This is an optimization exercise on Yosys and OpenROAD, whose aim is small area and a short achievable clock period, not a production implementation.
The RTL was checked by simulation tests, not by an equivalence proof against the original design.
Power figures rest on the tool's default switching activity, not on a simulated workload.

--- design/flow/config.mk ---
export PLATFORM = sky130hd
export DESIGN_NAME = SCPU
export DESIGN_NICKNAME = SCPU
export VERILOG_FILES = /design/flow/design.v
export SDC_FILE = /design/flow/constraint.sdc
export NUM_CORES = 8
export LEC_CHECK = 0
export ABC_AREA = 1
export CAP_MARGIN = 20
export CORE_MARGIN = 2
export CORE_UTILIZATION = 40
export CTS_CLUSTER_DIAMETER = 100
export CTS_CLUSTER_SIZE = 25
export SETUP_SLACK_MARGIN = 5
export SLEW_MARGIN = 20
export SYNTH_HIERARCHICAL = 1
export SYNTH_MINIMUM_KEEP_SIZE = 0
--- design/flow/constraint.sdc ---
create_clock -name core_clock -period 8.0 [get_ports {clk}]
set_input_delay 1.6000 -clock core_clock [delete_from_list [all_inputs] [get_ports {clk}]]
set_output_delay 1.6000 -clock core_clock [all_outputs]
set_load 0.01 [all_outputs]
--- design/flow/design.v ---
module SCPU(clk, rst_n, in_valid, instruction, MEM_out, busy, out_valid, out0, out1, out2, out3, out4, out5, out6, out7, out8, out9, out10, out11, out12, out13, out14, out15, WEN, ADDR, MEM_in);
input clk, rst_n, in_valid;
input [18:0] instruction;
input [15:0] MEM_out;
output busy, out_valid, WEN;
output [12:0] ADDR;
output [15:0] MEM_in;
output reg [15:0] out0, out1, out2, out3, out4, out5, out6, out7, out8, out9, out10, out11, out12, out13, out14, out15;
assign busy = 1'b0;
wire [15:0] rdA, rdB;
wire [3:0] s0_n, s10_n, s11_n;
wire c4_n, c80_n, c81_n;
wire [4:0] ahp1_n;
scpu_s1 u_s1(.r({out15, out14, out13, out12, out11, out10, out9, out8, out7, out6, out5, out4, out3, out2, out1, out0}), .ins(instruction), .rda(rdA), .rdb(rdB), .s0(s0_n), .c4(c4_n), .s10(s10_n), .c80(c80_n), .s11(s11_n), .c81(c81_n), .ahp1(ahp1_n));
reg v1, wen_r;
reg [2:0] op1;
reg [11:0] f1;
reg [15:0] A, B;
reg [3:0] s0_r, s10_r, s11_r;
reg c4_r, c80_r, c81_r;
reg [4:0] ahp1_r;
always @(posedge clk or negedge rst_n)
  if (!rst_n) begin v1 <= 1'b0; wen_r <= 1'b1; end
  else begin v1 <= in_valid; wen_r <= ~(in_valid & (instruction[18:16] == 3'd5)); end
always @(posedge clk) begin
  op1 <= instruction[18:16];
  f1 <= instruction[11:0];
  A <= rdA;
  B <= rdB;
  s0_r <= s0_n; s10_r <= s10_n; s11_r <= s11_n;
  c4_r <= c4_n; c80_r <= c80_n; c81_r <= c81_n;
  ahp1_r <= ahp1_n;
end
assign WEN = wen_r;
wire c8 = c80_r | (c4_r & c81_r);
assign ADDR = {c8 ? ahp1_r : A[12:8], c4_r ? s11_r : s10_r, s0_r};
assign MEM_in = B;
wire [86:0] mrow;
wire [15:0] r1_n;
wire r2b_n;
scpu_s2 u_s2(.a(A), .b(B), .op(op1), .f(f1[7:0]), .m(mrow), .r1(r1_n), .r2b(r2b_n));
reg v2, we1, we2, ld2, mul2, ov, r2b_r;
reg [3:0] d1, d2;
reg [15:0] r1_r;
reg q0_0, q0_1, q1_0, q2_0, q2_1, q2_2, q3_0, q3_1, q4_0, q4_1, q4_2, q5_0, q5_1, q5_2, q6_0, q6_1, q6_2, q7_0, q7_1, q7_2, q8_0, q8_1, q8_2, q9_0, q9_1, q9_2, q10_0, q10_1, q10_2, q11_0, q11_1, q11_2, q12_0, q12_1, q12_2, q13_0, q13_1, q13_2, q14_0, q14_1, q14_2, q15_0, q15_1, q15_2, q16_0, q16_1, q16_2, q17_0, q17_1, q17_2, q18_0, q18_1, q18_2, q19_0, q19_1, q19_2, q20_0, q20_1, q20_2, q21_0, q21_1, q21_2, q22_0, q22_1, q22_2, q23_0, q23_1, q23_2, q24_0, q24_1, q24_2, q25_0, q25_1, q25_2, q26_0, q26_1, q26_2, q27_0, q27_1, q27_2, q28_0, q28_1, q28_2, q29_0, q29_1, q30_0, q31_0;
always @(posedge clk or negedge rst_n)
  if (!rst_n) begin v2 <= 1'b0; we1 <= 1'b0; we2 <= 1'b0; end
  else begin
    v2 <= v1;
    we1 <= v1 & (op1 != 3'd5);
    we2 <= v1 & ((op1 == 3'd1) | (op1 == 3'd2) | (op1 == 3'd7));
  end
always @(posedge clk) begin
  ld2 <= (op1 == 3'd6);
  mul2 <= (op1 == 3'd1);
  d1 <= ((op1 == 3'd3) | (op1 == 3'd4) | (op1 == 3'd6)) ? f1[11:8] : f1[7:4];
  d2 <= f1[3:0];
  r1_r <= r1_n;
  r2b_r <= r2b_n;
  q0_0 <= mrow[0];
  q0_1 <= mrow[1];
  q1_0 <= mrow[2];
  q2_0 <= mrow[3];
  q2_1 <= mrow[4];
  q2_2 <= mrow[5];
  q3_0 <= mrow[6];
  q3_1 <= mrow[7];
  q4_0 <= mrow[8];
  q4_1 <= mrow[9];
  q4_2 <= mrow[10];
  q5_0 <= mrow[11];
  q5_1 <= mrow[12];
  q5_2 <= mrow[13];
  q6_0 <= mrow[14];
  q6_1 <= mrow[15];
  q6_2 <= mrow[16];
  q7_0 <= mrow[17];
  q7_1 <= mrow[18];
  q7_2 <= mrow[19];
  q8_0 <= mrow[20];
  q8_1 <= mrow[21];
  q8_2 <= mrow[22];
  q9_0 <= mrow[23];
  q9_1 <= mrow[24];
  q9_2 <= mrow[25];
  q10_0 <= mrow[26];
  q10_1 <= mrow[27];
  q10_2 <= mrow[28];
  q11_0 <= mrow[29];
  q11_1 <= mrow[30];
  q11_2 <= mrow[31];
  q12_0 <= mrow[32];
  q12_1 <= mrow[33];
  q12_2 <= mrow[34];
  q13_0 <= mrow[35];
  q13_1 <= mrow[36];
  q13_2 <= mrow[37];
  q14_0 <= mrow[38];
  q14_1 <= mrow[39];
  q14_2 <= mrow[40];
  q15_0 <= mrow[41];
  q15_1 <= mrow[42];
  q15_2 <= mrow[43];
  q16_0 <= mrow[44];
  q16_1 <= mrow[45];
  q16_2 <= mrow[46];
  q17_0 <= mrow[47];
  q17_1 <= mrow[48];
  q17_2 <= mrow[49];
  q18_0 <= mrow[50];
  q18_1 <= mrow[51];
  q18_2 <= mrow[52];
  q19_0 <= mrow[53];
  q19_1 <= mrow[54];
  q19_2 <= mrow[55];
  q20_0 <= mrow[56];
  q20_1 <= mrow[57];
  q20_2 <= mrow[58];
  q21_0 <= mrow[59];
  q21_1 <= mrow[60];
  q21_2 <= mrow[61];
  q22_0 <= mrow[62];
  q22_1 <= mrow[63];
  q22_2 <= mrow[64];
  q23_0 <= mrow[65];
  q23_1 <= mrow[66];
  q23_2 <= mrow[67];
  q24_0 <= mrow[68];
  q24_1 <= mrow[69];
  q24_2 <= mrow[70];
  q25_0 <= mrow[71];
  q25_1 <= mrow[72];
  q25_2 <= mrow[73];
  q26_0 <= mrow[74];
  q26_1 <= mrow[75];
  q26_2 <= mrow[76];
  q27_0 <= mrow[77];
  q27_1 <= mrow[78];
  q27_2 <= mrow[79];
  q28_0 <= mrow[80];
  q28_1 <= mrow[81];
  q28_2 <= mrow[82];
  q29_0 <= mrow[83];
  q29_1 <= mrow[84];
  q30_0 <= mrow[85];
  q31_0 <= mrow[86];
end
wire [255:0] nrf;
scpu_s3 u_s3(.q({q31_0, q30_0, q29_1, q29_0, q28_2, q28_1, q28_0, q27_2, q27_1, q27_0, q26_2, q26_1, q26_0, q25_2, q25_1, q25_0, q24_2, q24_1, q24_0, q23_2, q23_1, q23_0, q22_2, q22_1, q22_0, q21_2, q21_1, q21_0, q20_2, q20_1, q20_0, q19_2, q19_1, q19_0, q18_2, q18_1, q18_0, q17_2, q17_1, q17_0, q16_2, q16_1, q16_0, q15_2, q15_1, q15_0, q14_2, q14_1, q14_0, q13_2, q13_1, q13_0, q12_2, q12_1, q12_0, q11_2, q11_1, q11_0, q10_2, q10_1, q10_0, q9_2, q9_1, q9_0, q8_2, q8_1, q8_0, q7_2, q7_1, q7_0, q6_2, q6_1, q6_0, q5_2, q5_1, q5_0, q4_2, q4_1, q4_0, q3_1, q3_0, q2_2, q2_1, q2_0, q1_0, q0_1, q0_0}), .r1(r1_r), .r2b(r2b_r), .mul(mul2), .ld(ld2), .we1(we1), .we2(we2), .d1(d1), .d2(d2), .mo(MEM_out), .r({out15, out14, out13, out12, out11, out10, out9, out8, out7, out6, out5, out4, out3, out2, out1, out0}), .nr(nrf));
assign out_valid = ov;
always @(posedge clk or negedge rst_n)
  if (!rst_n) begin
    ov <= 1'b0;
    out0 <= 16'd0;
    out1 <= 16'd0;
    out2 <= 16'd0;
    out3 <= 16'd0;
    out4 <= 16'd0;
    out5 <= 16'd0;
    out6 <= 16'd0;
    out7 <= 16'd0;
    out8 <= 16'd0;
    out9 <= 16'd0;
    out10 <= 16'd0;
    out11 <= 16'd0;
    out12 <= 16'd0;
    out13 <= 16'd0;
    out14 <= 16'd0;
    out15 <= 16'd0;
  end else begin
    ov <= v2;
    out0 <= nrf[15:0];
    out1 <= nrf[31:16];
    out2 <= nrf[47:32];
    out3 <= nrf[63:48];
    out4 <= nrf[79:64];
    out5 <= nrf[95:80];
    out6 <= nrf[111:96];
    out7 <= nrf[127:112];
    out8 <= nrf[143:128];
    out9 <= nrf[159:144];
    out10 <= nrf[175:160];
    out11 <= nrf[191:176];
    out12 <= nrf[207:192];
    out13 <= nrf[223:208];
    out14 <= nrf[239:224];
    out15 <= nrf[255:240];
  end
endmodule
module scpu_s1(r, ins, rda, rdb, s0, c4, s10, c80, s11, c81, ahp1);
input [255:0] r;
input [18:0] ins;
output [15:0] rda, rdb;
output [3:0] s0, s10, s11;
output c4, c80, c81;
output [4:0] ahp1;
wire [15:0] sa = 16'd1 << ins[15:12];
wire [15:0] sb = 16'd1 << ins[11:8];
reg [15:0] ta, tb;
integer i;
always @(*) begin
  ta = 16'd0; tb = 16'd0;
  for (i = 0; i < 16; i = i + 1) begin
    ta = ta | (r[16*i +: 16] & {16{sa[i]}});
    tb = tb | (r[16*i +: 16] & {16{sb[i]}});
  end
end
assign rda = ta;
assign rdb = tb;
wire [7:0] ag = ta[7:0] & ins[7:0];
wire [7:0] at = ta[7:0] | ins[7:0];
wire [7:0] ap = ta[7:0] ^ ins[7:0];
assign s0 = ap[3:0] ^ {(ag[0] & at[1] & at[2]) | (ag[1] & at[2]) | (ag[2]), (ag[0] & at[1]) | (ag[1]), (ag[0]), 1'b0};
assign c4 = (ag[0] & at[1] & at[2] & at[3]) | (ag[1] & at[2] & at[3]) | (ag[2] & at[3]) | (ag[3]);
assign s10 = ap[7:4] ^ {(ag[4] & at[5] & at[6]) | (ag[5] & at[6]) | (ag[6]), (ag[4] & at[5]) | (ag[5]), (ag[4]), 1'b0};
assign c80 = (ag[4] & at[5] & at[6] & at[7]) | (ag[5] & at[6] & at[7]) | (ag[6] & at[7]) | (ag[7]);
assign s11 = ap[7:4] ^ {(at[4] & at[5] & at[6]) | (ag[4] & at[5] & at[6]) | (ag[5] & at[6]) | (ag[6]), (at[4] & at[5]) | (ag[4] & at[5]) | (ag[5]), (at[4]) | (ag[4]), (1'b1)};
assign c81 = (at[4] & at[5] & at[6] & at[7]) | (ag[4] & at[5] & at[6] & at[7]) | (ag[5] & at[6] & at[7]) | (ag[6] & at[7]) | (ag[7]);
assign ahp1 = ta[12:8] + 5'd1;
endmodule
module scpu_s2(a, b, op, f, m, r1, r2b);
input [15:0] a, b;
input [2:0] op;
input [7:0] f;
output [86:0] m;
output [15:0] r1;
output r2b;
wire [16:0] bx = {b, 1'b0};
wire [16:0] ax = {a[15], a};
wire [7:0] one, two, ng, nsx;
assign one[0] = bx[1] ^ bx[0];
assign two[0] = (bx[2] & ~bx[1] & ~bx[0]) | (~bx[2] & bx[1] & bx[0]);
assign ng[0] = bx[2];
assign one[1] = bx[3] ^ bx[2];
assign two[1] = (bx[4] & ~bx[3] & ~bx[2]) | (~bx[4] & bx[3] & bx[2]);
assign ng[1] = bx[4];
assign one[2] = bx[5] ^ bx[4];
assign two[2] = (bx[6] & ~bx[5] & ~bx[4]) | (~bx[6] & bx[5] & bx[4]);
assign ng[2] = bx[6];
assign one[3] = bx[7] ^ bx[6];
assign two[3] = (bx[8] & ~bx[7] & ~bx[6]) | (~bx[8] & bx[7] & bx[6]);
assign ng[3] = bx[8];
assign one[4] = bx[9] ^ bx[8];
assign two[4] = (bx[10] & ~bx[9] & ~bx[8]) | (~bx[10] & bx[9] & bx[8]);
assign ng[4] = bx[10];
assign one[5] = bx[11] ^ bx[10];
assign two[5] = (bx[12] & ~bx[11] & ~bx[10]) | (~bx[12] & bx[11] & bx[10]);
assign ng[5] = bx[12];
assign one[6] = bx[13] ^ bx[12];
assign two[6] = (bx[14] & ~bx[13] & ~bx[12]) | (~bx[14] & bx[13] & bx[12]);
assign ng[6] = bx[14];
assign one[7] = bx[15] ^ bx[14];
assign two[7] = (bx[16] & ~bx[15] & ~bx[14]) | (~bx[16] & bx[15] & bx[14]);
assign ng[7] = bx[16];
wire [16:0] pp0 = (({17{one[0]}} & ax) | ({17{two[0]}} & {ax[15:0], 1'b0})) ^ {17{ng[0]}};
assign nsx[0] = ~pp0[16];
wire [16:0] pp1 = (({17{one[1]}} & ax) | ({17{two[1]}} & {ax[15:0], 1'b0})) ^ {17{ng[1]}};
assign nsx[1] = ~pp1[16];
wire [16:0] pp2 = (({17{one[2]}} & ax) | ({17{two[2]}} & {ax[15:0], 1'b0})) ^ {17{ng[2]}};
assign nsx[2] = ~pp2[16];
wire [16:0] pp3 = (({17{one[3]}} & ax) | ({17{two[3]}} & {ax[15:0], 1'b0})) ^ {17{ng[3]}};
assign nsx[3] = ~pp3[16];
wire [16:0] pp4 = (({17{one[4]}} & ax) | ({17{two[4]}} & {ax[15:0], 1'b0})) ^ {17{ng[4]}};
assign nsx[4] = ~pp4[16];
wire [16:0] pp5 = (({17{one[5]}} & ax) | ({17{two[5]}} & {ax[15:0], 1'b0})) ^ {17{ng[5]}};
assign nsx[5] = ~pp5[16];
wire [16:0] pp6 = (({17{one[6]}} & ax) | ({17{two[6]}} & {ax[15:0], 1'b0})) ^ {17{ng[6]}};
assign nsx[6] = ~pp6[16];
wire [16:0] pp7 = (({17{one[7]}} & ax) | ({17{two[7]}} & {ax[15:0], 1'b0})) ^ {17{ng[7]}};
assign nsx[7] = ~pp7[16];
wire mhs0, mhc0, mhs1, mhc1, mfs0, mfc0, mhs2, mhc2, mfs1, mfc1, mhs3, mhc3, mfs2, mfc2, mfs3, mfc3, mhs4, mhc4, mfs4, mfc4, mfs5, mfc5, mhs5, mhc5, mfs6, mfc6, mfs7, mfc7, mhs6, mhc6, mfs8, mfc8, mfs9, mfc9, mhs7, mhc7, mfs10, mfc10, mfs11, mfc11, mhs8, mhc8, mfs12, mfc12, mfs13, mfc13, mfs14, mfc14, mhs9, mhc9, mhs10, mhc10, mhs11, mhc11, mfs15, mfc15, mhs12, mhc12, mfs16, mfc16, mhs13, mhc13, mfs17, mfc17, mfs18, mfc18, mfs19, mfc19, mfs20, mfc20, mfs21, mfc21, mfs22, mfc22, mfs23, mfc23, mfs24, mfc24, mfs25, mfc25, mfs26, mfc26, mfs27, mfc27, mfs28, mfc28, mfs29, mfc29, mfs30, mfc30, mfs31, mfc31, mfs32, mfc32, mfs33, mfc33, mfs34, mfc34, mfs35, mfc35, mfs36, mfc36, mfs37, mfc37, mfs38, mfc38, mfs39, mfc39, mfs40, mfc40, mfs41, mfc41, mfs42, mfc42, mfs43, mfc43, mhs14, mhc14, mfs44, mfc44, mhs15, mhc15, mhs16, mhc16, mhs17, mhc17, mfs45, mfc45, mfs46, mfc46, mfs47, mfc47, mfs48, mfc48, mfs49, mfc49, mfs50, mfc50, mfs51, mfc51, mfs52, mfc52, mfs53, mfc53, mfs54, mfc54, mfs55, mfc55, mfs56, mfc56, mfs57, mfc57, mfs58, mfc58, mfs59, mfc59, mfs60, mfc60, mfs61, mfc61, mfs62, mfc62, mfs63, mfc63, mfs64, mfc64, mfs65, mfc65, mhs18, mhc18;
assign mhs0 = pp0[10] ^ pp1[8];
assign mhc0 = pp0[10] & pp1[8];
assign mhs1 = pp0[11] ^ pp1[9];
assign mhc1 = pp0[11] & pp1[9];
assign mfs0 = pp0[12] ^ pp1[10] ^ pp2[8];
assign mfc0 = (pp0[12] & pp1[10]) | (pp0[12] & pp2[8]) | (pp1[10] & pp2[8]);
assign mhs2 = pp3[6] ^ pp4[4];
assign mhc2 = pp3[6] & pp4[4];
assign mfs1 = pp0[13] ^ pp1[11] ^ pp2[9];
assign mfc1 = (pp0[13] & pp1[11]) | (pp0[13] & pp2[9]) | (pp1[11] & pp2[9]);
assign mhs3 = pp3[7] ^ pp4[5];
assign mhc3 = pp3[7] & pp4[5];
assign mfs2 = pp0[14] ^ pp1[12] ^ pp2[10];
assign mfc2 = (pp0[14] & pp1[12]) | (pp0[14] & pp2[10]) | (pp1[12] & pp2[10]);
assign mfs3 = pp3[8] ^ pp4[6] ^ pp5[4];
assign mfc3 = (pp3[8] & pp4[6]) | (pp3[8] & pp5[4]) | (pp4[6] & pp5[4]);
assign mhs4 = pp6[2] ^ pp7[0];
assign mhc4 = pp6[2] & pp7[0];
assign mfs4 = pp0[15] ^ pp1[13] ^ pp2[11];
assign mfc4 = (pp0[15] & pp1[13]) | (pp0[15] & pp2[11]) | (pp1[13] & pp2[11]);
assign mfs5 = pp3[9] ^ pp4[7] ^ pp5[5];
assign mfc5 = (pp3[9] & pp4[7]) | (pp3[9] & pp5[5]) | (pp4[7] & pp5[5]);
assign mhs5 = pp6[3] ^ pp7[1];
assign mhc5 = pp6[3] & pp7[1];
assign mfs6 = pp0[16] ^ pp1[14] ^ pp2[12];
assign mfc6 = (pp0[16] & pp1[14]) | (pp0[16] & pp2[12]) | (pp1[14] & pp2[12]);
assign mfs7 = pp3[10] ^ pp4[8] ^ pp5[6];
assign mfc7 = (pp3[10] & pp4[8]) | (pp3[10] & pp5[6]) | (pp4[8] & pp5[6]);
assign mhs6 = pp6[4] ^ pp7[2];
assign mhc6 = pp6[4] & pp7[2];
assign mfs8 = pp0[16] ^ pp1[15] ^ pp2[13];
assign mfc8 = (pp0[16] & pp1[15]) | (pp0[16] & pp2[13]) | (pp1[15] & pp2[13]);
assign mfs9 = pp3[11] ^ pp4[9] ^ pp5[7];
assign mfc9 = (pp3[11] & pp4[9]) | (pp3[11] & pp5[7]) | (pp4[9] & pp5[7]);
assign mhs7 = pp6[5] ^ pp7[3];
assign mhc7 = pp6[5] & pp7[3];
assign mfs10 = nsx[0] ^ nsx[1] ^ pp2[14];
assign mfc10 = (nsx[0] & nsx[1]) | (nsx[0] & pp2[14]) | (nsx[1] & pp2[14]);
assign mfs11 = pp3[12] ^ pp4[10] ^ pp5[8];
assign mfc11 = (pp3[12] & pp4[10]) | (pp3[12] & pp5[8]) | (pp4[10] & pp5[8]);
assign mhs8 = pp6[6] ^ pp7[4];
assign mhc8 = pp6[6] & pp7[4];
assign mfs12 = 1'b1 ^ pp2[15] ^ pp3[13];
assign mfc12 = (1'b1 & pp2[15]) | (1'b1 & pp3[13]) | (pp2[15] & pp3[13]);
assign mfs13 = pp4[11] ^ pp5[9] ^ pp6[7];
assign mfc13 = (pp4[11] & pp5[9]) | (pp4[11] & pp6[7]) | (pp5[9] & pp6[7]);
assign mfs14 = nsx[2] ^ pp3[14] ^ pp4[12];
assign mfc14 = (nsx[2] & pp3[14]) | (nsx[2] & pp4[12]) | (pp3[14] & pp4[12]);
assign mhs9 = 1'b1 ^ pp3[15];
assign mhc9 = 1'b1 & pp3[15];
assign mhs10 = pp0[6] ^ pp1[4];
assign mhc10 = pp0[6] & pp1[4];
assign mhs11 = pp0[7] ^ pp1[5];
assign mhc11 = pp0[7] & pp1[5];
assign mfs15 = pp0[8] ^ pp1[6] ^ pp2[4];
assign mfc15 = (pp0[8] & pp1[6]) | (pp0[8] & pp2[4]) | (pp1[6] & pp2[4]);
assign mhs12 = pp3[2] ^ pp4[0];
assign mhc12 = pp3[2] & pp4[0];
assign mfs16 = pp0[9] ^ pp1[7] ^ pp2[5];
assign mfc16 = (pp0[9] & pp1[7]) | (pp0[9] & pp2[5]) | (pp1[7] & pp2[5]);
assign mhs13 = pp3[3] ^ pp4[1];
assign mhc13 = pp3[3] & pp4[1];
assign mfs17 = pp2[6] ^ pp3[4] ^ pp4[2];
assign mfc17 = (pp2[6] & pp3[4]) | (pp2[6] & pp4[2]) | (pp3[4] & pp4[2]);
assign mfs18 = pp5[0] ^ ng[5] ^ mhs0;
assign mfc18 = (pp5[0] & ng[5]) | (pp5[0] & mhs0) | (ng[5] & mhs0);
assign mfs19 = pp2[7] ^ pp3[5] ^ pp4[3];
assign mfc19 = (pp2[7] & pp3[5]) | (pp2[7] & pp4[3]) | (pp3[5] & pp4[3]);
assign mfs20 = pp5[1] ^ mhc0 ^ mhs1;
assign mfc20 = (pp5[1] & mhc0) | (pp5[1] & mhs1) | (mhc0 & mhs1);
assign mfs21 = pp5[2] ^ pp6[0] ^ ng[6];
assign mfc21 = (pp5[2] & pp6[0]) | (pp5[2] & ng[6]) | (pp6[0] & ng[6]);
assign mfs22 = mhc1 ^ mfs0 ^ mhs2;
assign mfc22 = (mhc1 & mfs0) | (mhc1 & mhs2) | (mfs0 & mhs2);
assign mfs23 = pp5[3] ^ pp6[1] ^ mfc0;
assign mfc23 = (pp5[3] & pp6[1]) | (pp5[3] & mfc0) | (pp6[1] & mfc0);
assign mfs24 = mhc2 ^ mfs1 ^ mhs3;
assign mfc24 = (mhc2 & mfs1) | (mhc2 & mhs3) | (mfs1 & mhs3);
assign mfs25 = ng[7] ^ mfc1 ^ mhc3;
assign mfc25 = (ng[7] & mfc1) | (ng[7] & mhc3) | (mfc1 & mhc3);
assign mfs26 = mfs2 ^ mfs3 ^ mhs4;
assign mfc26 = (mfs2 & mfs3) | (mfs2 & mhs4) | (mfs3 & mhs4);
assign mfs27 = mfc2 ^ mfc3 ^ mhc4;
assign mfc27 = (mfc2 & mfc3) | (mfc2 & mhc4) | (mfc3 & mhc4);
assign mfs28 = mfs4 ^ mfs5 ^ mhs5;
assign mfc28 = (mfs4 & mfs5) | (mfs4 & mhs5) | (mfs5 & mhs5);
assign mfs29 = mfc4 ^ mfc5 ^ mhc5;
assign mfc29 = (mfc4 & mfc5) | (mfc4 & mhc5) | (mfc5 & mhc5);
assign mfs30 = mfs6 ^ mfs7 ^ mhs6;
assign mfc30 = (mfs6 & mfs7) | (mfs6 & mhs6) | (mfs7 & mhs6);
assign mfs31 = mfc6 ^ mfc7 ^ mhc6;
assign mfc31 = (mfc6 & mfc7) | (mfc6 & mhc6) | (mfc7 & mhc6);
assign mfs32 = mfs8 ^ mfs9 ^ mhs7;
assign mfc32 = (mfs8 & mfs9) | (mfs8 & mhs7) | (mfs9 & mhs7);
assign mfs33 = mfc8 ^ mfc9 ^ mhc7;
assign mfc33 = (mfc8 & mfc9) | (mfc8 & mhc7) | (mfc9 & mhc7);
assign mfs34 = mfs10 ^ mfs11 ^ mhs8;
assign mfc34 = (mfs10 & mfs11) | (mfs10 & mhs8) | (mfs11 & mhs8);
assign mfs35 = pp7[5] ^ mfc10 ^ mfc11;
assign mfc35 = (pp7[5] & mfc10) | (pp7[5] & mfc11) | (mfc10 & mfc11);
assign mfs36 = mhc8 ^ mfs12 ^ mfs13;
assign mfc36 = (mhc8 & mfs12) | (mhc8 & mfs13) | (mfs12 & mfs13);
assign mfs37 = pp5[10] ^ pp6[8] ^ pp7[6];
assign mfc37 = (pp5[10] & pp6[8]) | (pp5[10] & pp7[6]) | (pp6[8] & pp7[6]);
assign mfs38 = mfc12 ^ mfc13 ^ mfs14;
assign mfc38 = (mfc12 & mfc13) | (mfc12 & mfs14) | (mfc13 & mfs14);
assign mfs39 = pp4[13] ^ pp5[11] ^ pp6[9];
assign mfc39 = (pp4[13] & pp5[11]) | (pp4[13] & pp6[9]) | (pp5[11] & pp6[9]);
assign mfs40 = pp7[7] ^ mfc14 ^ mhs9;
assign mfc40 = (pp7[7] & mfc14) | (pp7[7] & mhs9) | (mfc14 & mhs9);
assign mfs41 = nsx[3] ^ pp4[14] ^ pp5[12];
assign mfc41 = (nsx[3] & pp4[14]) | (nsx[3] & pp5[12]) | (pp4[14] & pp5[12]);
assign mfs42 = pp6[10] ^ pp7[8] ^ mhc9;
assign mfc42 = (pp6[10] & pp7[8]) | (pp6[10] & mhc9) | (pp7[8] & mhc9);
assign mfs43 = 1'b1 ^ pp4[15] ^ pp5[13];
assign mfc43 = (1'b1 & pp4[15]) | (1'b1 & pp5[13]) | (pp4[15] & pp5[13]);
assign mhs14 = pp6[11] ^ pp7[9];
assign mhc14 = pp6[11] & pp7[9];
assign mfs44 = nsx[4] ^ pp5[14] ^ pp6[12];
assign mfc44 = (nsx[4] & pp5[14]) | (nsx[4] & pp6[12]) | (pp5[14] & pp6[12]);
assign mhs15 = 1'b1 ^ pp5[15];
assign mhc15 = 1'b1 & pp5[15];
assign mhs16 = pp0[4] ^ pp1[2];
assign mhc16 = pp0[4] & pp1[2];
assign mhs17 = pp0[5] ^ pp1[3];
assign mhc17 = pp0[5] & pp1[3];
assign mfs45 = pp2[2] ^ pp3[0] ^ ng[3];
assign mfc45 = (pp2[2] & pp3[0]) | (pp2[2] & ng[3]) | (pp3[0] & ng[3]);
assign mfs46 = pp2[3] ^ pp3[1] ^ mhc10;
assign mfc46 = (pp2[3] & pp3[1]) | (pp2[3] & mhc10) | (pp3[1] & mhc10);
assign mfs47 = ng[4] ^ mhc11 ^ mfs15;
assign mfc47 = (ng[4] & mhc11) | (ng[4] & mfs15) | (mhc11 & mfs15);
assign mfs48 = mfc15 ^ mhc12 ^ mfs16;
assign mfc48 = (mfc15 & mhc12) | (mfc15 & mfs16) | (mhc12 & mfs16);
assign mfs49 = mfc16 ^ mhc13 ^ mfs17;
assign mfc49 = (mfc16 & mhc13) | (mfc16 & mfs17) | (mhc13 & mfs17);
assign mfs50 = mfc17 ^ mfc18 ^ mfs19;
assign mfc50 = (mfc17 & mfc18) | (mfc17 & mfs19) | (mfc18 & mfs19);
assign mfs51 = mfc19 ^ mfc20 ^ mfs21;
assign mfc51 = (mfc19 & mfc20) | (mfc19 & mfs21) | (mfc20 & mfs21);
assign mfs52 = mfc21 ^ mfc22 ^ mfs23;
assign mfc52 = (mfc21 & mfc22) | (mfc21 & mfs23) | (mfc22 & mfs23);
assign mfs53 = mfc23 ^ mfc24 ^ mfs25;
assign mfc53 = (mfc23 & mfc24) | (mfc23 & mfs25) | (mfc24 & mfs25);
assign mfs54 = mfc25 ^ mfc26 ^ mfs27;
assign mfc54 = (mfc25 & mfc26) | (mfc25 & mfs27) | (mfc26 & mfs27);
assign mfs55 = mfc27 ^ mfc28 ^ mfs29;
assign mfc55 = (mfc27 & mfc28) | (mfc27 & mfs29) | (mfc28 & mfs29);
assign mfs56 = mfc29 ^ mfc30 ^ mfs31;
assign mfc56 = (mfc29 & mfc30) | (mfc29 & mfs31) | (mfc30 & mfs31);
assign mfs57 = mfc31 ^ mfc32 ^ mfs33;
assign mfc57 = (mfc31 & mfc32) | (mfc31 & mfs33) | (mfc32 & mfs33);
assign mfs58 = mfc33 ^ mfc34 ^ mfs35;
assign mfc58 = (mfc33 & mfc34) | (mfc33 & mfs35) | (mfc34 & mfs35);
assign mfs59 = mfc35 ^ mfc36 ^ mfs37;
assign mfc59 = (mfc35 & mfc36) | (mfc35 & mfs37) | (mfc36 & mfs37);
assign mfs60 = mfc37 ^ mfc38 ^ mfs39;
assign mfc60 = (mfc37 & mfc38) | (mfc37 & mfs39) | (mfc38 & mfs39);
assign mfs61 = mfc39 ^ mfc40 ^ mfs41;
assign mfc61 = (mfc39 & mfc40) | (mfc39 & mfs41) | (mfc40 & mfs41);
assign mfs62 = mfc41 ^ mfc42 ^ mfs43;
assign mfc62 = (mfc41 & mfc42) | (mfc41 & mfs43) | (mfc42 & mfs43);
assign mfs63 = pp7[10] ^ mfc43 ^ mhc14;
assign mfc63 = (pp7[10] & mfc43) | (pp7[10] & mhc14) | (mfc43 & mhc14);
assign mfs64 = pp6[13] ^ pp7[11] ^ mfc44;
assign mfc64 = (pp6[13] & pp7[11]) | (pp6[13] & mfc44) | (pp7[11] & mfc44);
assign mfs65 = nsx[5] ^ pp6[14] ^ pp7[12];
assign mfc65 = (nsx[5] & pp6[14]) | (nsx[5] & pp7[12]) | (pp6[14] & pp7[12]);
assign mhs18 = 1'b1 ^ pp6[15];
assign mhc18 = 1'b1 & pp6[15];
assign m = {1'b1, nsx[7], pp7[15], 1'b1, mhc18, pp7[14], nsx[6], mhs18, mfc65, pp7[13], mfs65, mfc64, mhc15, mfs64, mfc63, mhs15, mfs63, mfc62, mfs44, mfs62, mfc61, mhs14, mfs61, mfc60, mfs42, mfs60, mfc59, mfs40, mfs59, mfc58, mfs38, mfs58, mfc57, mfs36, mfs57, mfc56, mfs34, mfs56, mfc55, mfs32, mfs55, mfc54, mfs30, mfs54, mfc53, mfs28, mfs53, mfc52, mfs26, mfs52, mfc51, mfs24, mfs51, mfc50, mfs22, mfs50, mfc49, mfs20, mfs49, mfc48, mfs18, mfs48, mfc47, mhs13, mfs47, mfc46, mhs12, mfs46, mfc45, mhs11, mfs45, mhc17, mhs10, mhs17, mhc16, pp2[1], mhs16, ng[2], pp2[0], pp1[1], pp0[3], ng[1], pp1[0], pp0[2], pp0[1], ng[0], pp0[0]};
wire [3:0] func = f[3:0];
wire sub = ((op == 3'd0) & (func == 4'd4)) | (op == 3'd4);
wire [15:0] y0 = (op == 3'd0) ? b : {{8{f[7]}}, f};
wire [15:0] sum = a + (y0 ^ {16{sub}}) + {15'd0, sub};
wire eq = (a == b);
wire signed [15:0] sa = a, sb = b;
wire lt = (sa < sb);
wire cmp = (op == 3'd2) ? eq : lt;
reg [15:0] t;
always @(*) begin
  t = 16'd0;
  case (op)
    3'd0: case (func)
            4'd0: t = a & b;
            4'd1: t = a | b;
            4'd2: t = a ^ b;
            4'd3, 4'd4: t = sum;
            default: t = 16'd0;
          endcase
    3'd3, 3'd4: t = sum;
    default: t = {15'd0, cmp};
  endcase
end
assign r1 = t;
assign r2b = ~cmp;
endmodule
module scpu_s3(q, r1, r2b, mul, ld, we1, we2, d1, d2, mo, r, nr);
input [86:0] q;
input [15:0] r1, mo;
input r2b, mul, ld, we1, we2;
input [3:0] d1, d2;
input [255:0] r;
output [255:0] nr;
wire q0_0 = q[0];
wire q0_1 = q[1];
wire q1_0 = q[2];
wire q2_0 = q[3];
wire q2_1 = q[4];
wire q2_2 = q[5];
wire q3_0 = q[6];
wire q3_1 = q[7];
wire q4_0 = q[8];
wire q4_1 = q[9];
wire q4_2 = q[10];
wire q5_0 = q[11];
wire q5_1 = q[12];
wire q5_2 = q[13];
wire q6_0 = q[14];
wire q6_1 = q[15];
wire q6_2 = q[16];
wire q7_0 = q[17];
wire q7_1 = q[18];
wire q7_2 = q[19];
wire q8_0 = q[20];
wire q8_1 = q[21];
wire q8_2 = q[22];
wire q9_0 = q[23];
wire q9_1 = q[24];
wire q9_2 = q[25];
wire q10_0 = q[26];
wire q10_1 = q[27];
wire q10_2 = q[28];
wire q11_0 = q[29];
wire q11_1 = q[30];
wire q11_2 = q[31];
wire q12_0 = q[32];
wire q12_1 = q[33];
wire q12_2 = q[34];
wire q13_0 = q[35];
wire q13_1 = q[36];
wire q13_2 = q[37];
wire q14_0 = q[38];
wire q14_1 = q[39];
wire q14_2 = q[40];
wire q15_0 = q[41];
wire q15_1 = q[42];
wire q15_2 = q[43];
wire q16_0 = q[44];
wire q16_1 = q[45];
wire q16_2 = q[46];
wire q17_0 = q[47];
wire q17_1 = q[48];
wire q17_2 = q[49];
wire q18_0 = q[50];
wire q18_1 = q[51];
wire q18_2 = q[52];
wire q19_0 = q[53];
wire q19_1 = q[54];
wire q19_2 = q[55];
wire q20_0 = q[56];
wire q20_1 = q[57];
wire q20_2 = q[58];
wire q21_0 = q[59];
wire q21_1 = q[60];
wire q21_2 = q[61];
wire q22_0 = q[62];
wire q22_1 = q[63];
wire q22_2 = q[64];
wire q23_0 = q[65];
wire q23_1 = q[66];
wire q23_2 = q[67];
wire q24_0 = q[68];
wire q24_1 = q[69];
wire q24_2 = q[70];
wire q25_0 = q[71];
wire q25_1 = q[72];
wire q25_2 = q[73];
wire q26_0 = q[74];
wire q26_1 = q[75];
wire q26_2 = q[76];
wire q27_0 = q[77];
wire q27_1 = q[78];
wire q27_2 = q[79];
wire q28_0 = q[80];
wire q28_1 = q[81];
wire q28_2 = q[82];
wire q29_0 = q[83];
wire q29_1 = q[84];
wire q30_0 = q[85];
wire q31_0 = q[86];
wire fhs0, fhc0, fhs1, fhc1, ffs0, ffc0, ffs1, ffc1, ffs2, ffc2, ffs3, ffc3, ffs4, ffc4, ffs5, ffc5, ffs6, ffc6, ffs7, ffc7, ffs8, ffc8, ffs9, ffc9, ffs10, ffc10, ffs11, ffc11, ffs12, ffc12, ffs13, ffc13, ffs14, ffc14, ffs15, ffc15, ffs16, ffc16, ffs17, ffc17, ffs18, ffc18, ffs19, ffc19, ffs20, ffc20, ffs21, ffc21, ffs22, ffc22, ffs23, ffc23, ffs24, ffc24, fhs2, fhc2;
assign fhs0 = q2_0 ^ q2_1;
assign fhc0 = q2_0 & q2_1;
assign fhs1 = q3_0 ^ q3_1;
assign fhc1 = q3_0 & q3_1;
assign ffs0 = q4_0 ^ q4_1 ^ q4_2;
assign ffc0 = (q4_0 & q4_1) | (q4_0 & q4_2) | (q4_1 & q4_2);
assign ffs1 = q5_0 ^ q5_1 ^ q5_2;
assign ffc1 = (q5_0 & q5_1) | (q5_0 & q5_2) | (q5_1 & q5_2);
assign ffs2 = q6_0 ^ q6_1 ^ q6_2;
assign ffc2 = (q6_0 & q6_1) | (q6_0 & q6_2) | (q6_1 & q6_2);
assign ffs3 = q7_0 ^ q7_1 ^ q7_2;
assign ffc3 = (q7_0 & q7_1) | (q7_0 & q7_2) | (q7_1 & q7_2);
assign ffs4 = q8_0 ^ q8_1 ^ q8_2;
assign ffc4 = (q8_0 & q8_1) | (q8_0 & q8_2) | (q8_1 & q8_2);
assign ffs5 = q9_0 ^ q9_1 ^ q9_2;
assign ffc5 = (q9_0 & q9_1) | (q9_0 & q9_2) | (q9_1 & q9_2);
assign ffs6 = q10_0 ^ q10_1 ^ q10_2;
assign ffc6 = (q10_0 & q10_1) | (q10_0 & q10_2) | (q10_1 & q10_2);
assign ffs7 = q11_0 ^ q11_1 ^ q11_2;
assign ffc7 = (q11_0 & q11_1) | (q11_0 & q11_2) | (q11_1 & q11_2);
assign ffs8 = q12_0 ^ q12_1 ^ q12_2;
assign ffc8 = (q12_0 & q12_1) | (q12_0 & q12_2) | (q12_1 & q12_2);
assign ffs9 = q13_0 ^ q13_1 ^ q13_2;
assign ffc9 = (q13_0 & q13_1) | (q13_0 & q13_2) | (q13_1 & q13_2);
assign ffs10 = q14_0 ^ q14_1 ^ q14_2;
assign ffc10 = (q14_0 & q14_1) | (q14_0 & q14_2) | (q14_1 & q14_2);
assign ffs11 = q15_0 ^ q15_1 ^ q15_2;
assign ffc11 = (q15_0 & q15_1) | (q15_0 & q15_2) | (q15_1 & q15_2);
assign ffs12 = q16_0 ^ q16_1 ^ q16_2;
assign ffc12 = (q16_0 & q16_1) | (q16_0 & q16_2) | (q16_1 & q16_2);
assign ffs13 = q17_0 ^ q17_1 ^ q17_2;
assign ffc13 = (q17_0 & q17_1) | (q17_0 & q17_2) | (q17_1 & q17_2);
assign ffs14 = q18_0 ^ q18_1 ^ q18_2;
assign ffc14 = (q18_0 & q18_1) | (q18_0 & q18_2) | (q18_1 & q18_2);
assign ffs15 = q19_0 ^ q19_1 ^ q19_2;
assign ffc15 = (q19_0 & q19_1) | (q19_0 & q19_2) | (q19_1 & q19_2);
assign ffs16 = q20_0 ^ q20_1 ^ q20_2;
assign ffc16 = (q20_0 & q20_1) | (q20_0 & q20_2) | (q20_1 & q20_2);
assign ffs17 = q21_0 ^ q21_1 ^ q21_2;
assign ffc17 = (q21_0 & q21_1) | (q21_0 & q21_2) | (q21_1 & q21_2);
assign ffs18 = q22_0 ^ q22_1 ^ q22_2;
assign ffc18 = (q22_0 & q22_1) | (q22_0 & q22_2) | (q22_1 & q22_2);
assign ffs19 = q23_0 ^ q23_1 ^ q23_2;
assign ffc19 = (q23_0 & q23_1) | (q23_0 & q23_2) | (q23_1 & q23_2);
assign ffs20 = q24_0 ^ q24_1 ^ q24_2;
assign ffc20 = (q24_0 & q24_1) | (q24_0 & q24_2) | (q24_1 & q24_2);
assign ffs21 = q25_0 ^ q25_1 ^ q25_2;
assign ffc21 = (q25_0 & q25_1) | (q25_0 & q25_2) | (q25_1 & q25_2);
assign ffs22 = q26_0 ^ q26_1 ^ q26_2;
assign ffc22 = (q26_0 & q26_1) | (q26_0 & q26_2) | (q26_1 & q26_2);
assign ffs23 = q27_0 ^ q27_1 ^ q27_2;
assign ffc23 = (q27_0 & q27_1) | (q27_0 & q27_2) | (q27_1 & q27_2);
assign ffs24 = q28_0 ^ q28_1 ^ q28_2;
assign ffc24 = (q28_0 & q28_1) | (q28_0 & q28_2) | (q28_1 & q28_2);
assign fhs2 = q29_0 ^ q29_1;
assign fhc2 = q29_0 & q29_1;
wire [31:0] fs = {q31_0, q30_0, ffc24, ffc23, ffc22, ffc21, ffc20, ffc19, ffc18, ffc17, ffc16, ffc15, ffc14, ffc13, ffc12, ffc11, ffc10, ffc9, ffc8, ffc7, ffc6, ffc5, ffc4, ffc3, ffc2, ffc1, ffc0, fhc1, fhc0, q2_2, q1_0, q0_0};
wire [31:0] fc = {1'b0, fhc2, fhs2, ffs24, ffs23, ffs22, ffs21, ffs20, ffs19, ffs18, ffs17, ffs16, ffs15, ffs14, ffs13, ffs12, ffs11, ffs10, ffs9, ffs8, ffs7, ffs6, ffs5, ffs4, ffs3, ffs2, ffs1, ffs0, fhs1, fhs0, 1'b0, q0_1};
wire [31:0] p = fs + fc;
wire [15:0] x1 = ld ? mo : r1;
wire [15:0] w1 = mul ? p[31:16] : x1;
wire [15:0] w2 = mul ? p[15:0] : {15'd0, r2b};
genvar g;
generate for (g = 0; g < 16; g = g + 1) begin : wb
  wire s2 = we2 && d2 == g;
  wire s1 = we1 && d1 == g && !s2;
  wire h = !(s1 | s2);
  genvar k;
  for (k = 0; k < 16; k = k + 1) begin : bt
    scpu_wbit u(.s2(s2), .w2(w2[k]), .s1(s1), .w1(w1[k]), .h(h), .q(r[16*g+k]), .d(nr[16*g+k]));
  end
end endgenerate
endmodule
module scpu_wbit(s2, w2, s1, w1, h, q, d);
input s2, w2, s1, w1, h, q;
output d;
assign d = (s2 & w2) | (s1 & w1) | (h & q);
endmodule
--- design/flow/flow/run.sh ---
#!/bin/bash
# The standard layout with two changes:
# 1. After the standard synthesis, the combinational logic between the
#    registers (and the full/half adder cells) is mapped again by abc with an
#    area-recovering &nf script (flow/remap.abc). Registers, adder cells,
#    their names and their connections are kept exactly as the standard
#    synthesis made them.
# 2. The port buffers are plain buf_1 cells (the resizer may still resize
#    them) instead of the default choice.
# Each tool's output goes to a log file of its own in this folder.
set -euo pipefail
HERE=$(pwd)
PORTS="BUFFER_PORTS_ARGS=-buffer_cell sky130_fd_sc_hd__buf_1"
RES=$HERE/orfs/results/$FLOW_PLATFORM/SCPU/base
LIB=$FLOW_HOME/platforms/$FLOW_PLATFORM/lib/sky130_fd_sc_hd__tt_025C_1v80.lib
YOSYS=$(command -v yosys || echo $FLOW_HOME/../tools/install/yosys/bin/yosys)

# 1. standard synthesis
bash standard.sh "$PORTS" $RES/1_2_yosys.v > standard_synth.log 2>&1
cp $RES/1_2_yosys.v $HERE/standard_1_2_yosys.v

# 2. remap the combinational logic
python3 flow/comb_lib.py $LIB $HERE/comb.lib fa_,ha_,fah,conb,lpflow,probe > comb_lib.log 2>&1
cat > $HERE/remap.ys <<EOY
read_liberty -lib $LIB
read_liberty -overwrite $HERE/comb.lib
read_verilog $HERE/standard_1_2_yosys.v
hierarchy -check -top $FLOW_TOP
flatten
opt_clean -purge
read_liberty -lib -overwrite $LIB
tee -o $HERE/remap_before.txt stat -liberty $LIB
abc -liberty $HERE/comb.lib -script $HERE/flow/remap.abc
opt_clean -purge
hilomap -singleton -hicell sky130_fd_sc_hd__conb_1 HI -locell sky130_fd_sc_hd__conb_1 LO
splitnets
opt_clean -purge
tee -o $HERE/remap_after.txt stat -liberty $LIB
check -assert
write_verilog -noattr -nohex -nodec $HERE/remapped_1_2_yosys.v
EOY
$YOSYS -l remap.log -q $HERE/remap.ys > /dev/null 2>&1
cp $HERE/remapped_1_2_yosys.v $RES/1_2_yosys.v
touch $RES/1_2_yosys.v

# 3. the rest of the standard layout
bash standard.sh "$PORTS" finish > standard.log 2>&1
--- design/flow/flow/comb_lib.py ---
#!/usr/bin/env python3
# write a liberty holding only the combinational cells (no ff/latch, no fa/ha) of the input liberty
import re, sys
src = open(sys.argv[1]).read()
skip = set(sys.argv[3].split(',')) if len(sys.argv) > 3 else set()
m = re.search(r'\n\s*cell\s*\(', src)
head = src[:m.start()]
parts = re.split(r'(\n\s*cell\s*\()', src[m.start():])
out = [head]
i = 1
body_end = None
cells = []
while i < len(parts):
    cells.append(parts[i] + parts[i+1]); i += 2
# the last cell chunk carries the library's closing brace
last = cells[-1]
close = last.rstrip()
assert close.endswith('}')
cells[-1] = close[:-1]
for c in cells:
    name = re.match(r'\s*cell\s*\(\s*"?(\w+)"?', c.strip()).group(1)
    if re.search(r'\b(ff|latch|statetable)\s*\(', c): continue
    short = name.replace('sky130_fd_sc_hd__', '')
    if any(short.startswith(s) for s in skip): continue
    out.append(c)
out.append('\n}\n')
open(sys.argv[2], 'w').write(''.join(out))
--- design/flow/flow/remap.abc ---
&get -n
&st
&dch
&nf -R 1000
&put
topo
--- design/flow/standard.sh ---
#!/bin/bash
# synth_recipe.tcl (not shown) runs the flow's synth.tcl, then flattens the netlist and writes it again
# the make line also repeats each setting of config.mk as NAME=value (left out here)
make -C /OpenROAD-flow-scripts/flow DESIGN_CONFIG=/design/flow/config.mk WORK_HOME=/design/flow/orfs CLKGATE_MAP_FILE= SYNTH_SCRIPT=/design/flow/synth_recipe.tcl "${@:-finish}"
==> run summary <==
- The die extent in y is 258.0 um.
- For the worst-skew pair, the clock arrives at the later sink with an insertion delay of 650 ps.
- With fillers left out, the area of the finished cells amounts to 0.03619 sq mm.
- In this run the clock root is driven by a clkbuf_16.
- The critical path capture point type is a register.
- The leakage power is 14.15 nW.
- The filler cells instantiated in the layout total 5,598.
- The TritonCTS buffer count is 25.
- The routed length per placed instance is 37.22 um.
- The most common cell type on the critical path is clkinv_4.
- The final hold violation count is 0.
- Entering global routing, the biggest net connects 111 pins.
- For the final database, setup skew stands at 41.84 ps.
- The die footprint is 0.06658 sq mm.
- Once detail routing completed, the nets flagged for antenna violations numbered 0.
- The standard-cell row count is 93.
- For this run, the total global-route usage over all layers was measured as 44.64%.
- In this run the cell area measured after placement is 0.02963 sq mm.
- Including well taps, the total number of placed cells is 3,887.
- The critical path startpoint category is an input port.
- The number of nets in the final layout is 3,589.
- At the pin with the least slew margin, the transition time is 1206 ps.
- Along the worst path, the maximum fanout reaches 16.
- For this run, the slowest stage of the critical path takes 550 ps.
- The first global-routing pass estimated 214,000 um of wire.
- The setup path with the least slack is of type in2reg.
- Leaving out fill and tap cells, the most frequent cells in the layout are 368 x a22oi_1, 306 x buf_1, 249 x buf_4.
- The count of hold-fix buffers inserted at cts is 0.
- The sink count of the clock tree is 443.
- The number of endpoints failing setup at the final stage is 0.
- The run finished with no timing, DRC or antenna violations.
- The count of unresolved DRC violations after routing is 0.
- The Yosys step of the flow raised 9 warnings.
- TritonCTS built the clock tree.
- Summed over all failing endpoints, the final setup total negative slack is 0 ps.
- Measured against its own limit, the worst slew margin works out to 19.42%.
- The number of buffer and inverter instances along the worst setup path is 4.
- The horizontal extent of the die is 258.0 um.
- The count of boundary I/O pins is 326.
- The final non-filler cell total is 4,203.
- The initial cell density of the core is 40.26%.
- The path category of the worst min-delay check is reg2reg.
- In the routed layout, each cell is associated on average with a via count of 7.095.
- The first detailed-routing pass took 15 iterations.
- The detailed router finished its first iteration with 5,117 violations.
- The cell family contributing the most delay on the critical path is simple AND/OR/NAND/NOR gates.
- The H-tree level count is 1.
- The deepest clock path buffer count is 3.
- After clock tree synthesis, the clock-pin slew on the worst setup and hold paths is 90 ps.
- The arrival time at the worst endpoint is 3940 ps.
- The required time of the critical path is 8540 ps.
- The achievable frequency is 0.2941 GHz.
- Max-cap violations in this run came to 0.
- For this run the aggregate overflow at the end of global routing stands at 0.
- The most common library cell in the layout ignoring fill and taps is a22oi_1.
- The share of layout cells above drive strength 1 is 29.17%.
- Relative to the synthesized area, the layout overhead comes to 40.20%.
- The maximum resistive drop on vdd is 0.4230 mV.
- The final core area utilization is 56.44%.
- The via total after detailed routing is 29,822.
- Setup repair after global routing could not meet its margin everywhere.
- The smallest clock period supported by the final layout is computed as 3400 ps.
- Routability-driven placement finished with a final weighted congestion of 1.014.
- Setup slack on the worst reg-to-reg path comes out at 4620 ps.
- The count of final max-slew check failures was 0.
- Summed over all nets, the half-perimeter wirelength after detailed placement is 99,840 um.
- The cell count after synthesis came out at 2,601.
- The part of the cycle the worst path needs is 42.50%.
- The number of global-route vias before repair came to 28,554.
- The final layout contains routed wiring with a total length of 156,400 um.
- The number of buffers added on ports is 324.
- The average instance area after synthesis is 9.924 sq um.
- The core box area is 0.06412 sq mm.
- The initial antenna violation count was 5.
- The total standard cell area after synthesis is 0.02581 sq mm.
- Among all stages on the critical path, the largest delay is contributed by or4_4.
- The critical path goes through buf_12 -> buf_16 -> and3_4 -> a22oi_1 -> nand2_1 -> or4_4 -> clkinv_4 -> ha_4 -> clkinv_4 -> a21oi_4 -> o21ai_4 -> a21oi_2 -> xnor2_1.
- Power spread over the standard cell area amounts to 601.6 mW/mm^2.
per-layer routing:
layer | global-route usage, % | wire length (um)
met5 | 0.9972 | 170
met1 | 54.19 | 55640
met3 | 16.91 | 21400
met4 | 30.81 | 13860
met2 | 65.37 | 65350
worst register-to-register path, cell delays in order (launching register included):
cell and delay, ps:
dfxtp_2 340, inv_2 30, fa_1 550, clkinv_2 70, ha_4 230, buf_6 120, and3_4 150, nand2b_4 150
nand2_2 70, o211ai_1 120, and3_4 220, a211o_4 350, xor2_4 190, a21oi_4 290, clkbuf_16 250, o221ai_2 100
layout make-up:
type                    instances  area (sq um)  share of cell area (%)
clock buffers                  33         655.6                   1.812
clock inverters                11         127.6                  0.3526
well taps                     855          1070                   2.956
multi-input cells            2042         18330                   50.66
flip-flops and latches        443         10280                   28.41
diodes                          2         5.005                 0.01383
inverters                     119         508.0                   1.404
repair buffers                698          5209                   14.39
final timing paths:
| path | from | endpoint | depth (start not counted) |
|---|---|---|---|
| setup / recovery | instruction[15] | s11_r[3] | 13 |
| hold / removal | v2 | ov | 0 |
| setup reg to reg | q4_0 | out14[9] | 15 |
| hold reg to reg | v2 | ov | 0 |
| max in group asynchronous | rst_n | out10[6] | 2 |
| min in group asynchronous | rst_n | out0[13] | 1 |
what timing repair did:
item | 4_1_cts | 5_1_grt
gates cloned | 14 | 4
resized for setup | 633 | 297
pin swaps | 201 | 144
endpoints found under the setup margin | 382 | 372
buffers inserted | 165 | 86
per-stage QoR:
stage / power, W / hold slack (ps) / worst slack (ps)
4_1_cts: 0.02010 / 373.3 / 4602
2_1_floorplan: 0.01090 / 331.2 / 4360
6_report: 0.02177 / 367.5 / 4600
5_1_grt: 0.02278 / 386.5 / 4525
3_5_place_dp: 0.01544 / 343.3 / 3100
3_3_place_gp: 0.01533 / 343.2 / 3173
where the power goes:
part,leakage (nW),switching [W],internal (W),total (W)
combinational,8.90,0.00887,0.00630,0.0152
sequential,4.87,0.00173,0.00335,0.00508
clock,0.380,0.000910,0.000613,0.00152

## separate check: timing with driven ports
In the flow no input, the clock included, has a driving cell. The finished layout below was timed again as built, in two steps. Step 1 (the two cells are an assumption about what drives the block):
set clk [get_ports {clk}]
set_driving_cell -lib_cell sky130_fd_sc_hd__clkbuf_16 $clk
set_driving_cell -lib_cell sky130_fd_sc_hd__buf_2 [delete_from_list [all_inputs] $clk]
Step 2, shift: input delay + t, output delay - t, t = (earliest + latest rising clock arrival at the registers) / 2. This alone moves slack from input paths to output paths. a / b / c = no drivers / after step 1 / after step 2; a / b = the first two.
t, ns: 0.692
setup slack, ns: 4.600 / 4.538 / 3.908
worst hold slack (ns): 0.367 / 0.367 / 0.367
worst data-port slew with drivers (ns): 0.11
After both steps setup and hold are still met in this run. The setup slack of this run moves by -0.062 ns with the drivers and by -0.692 ns with both steps.
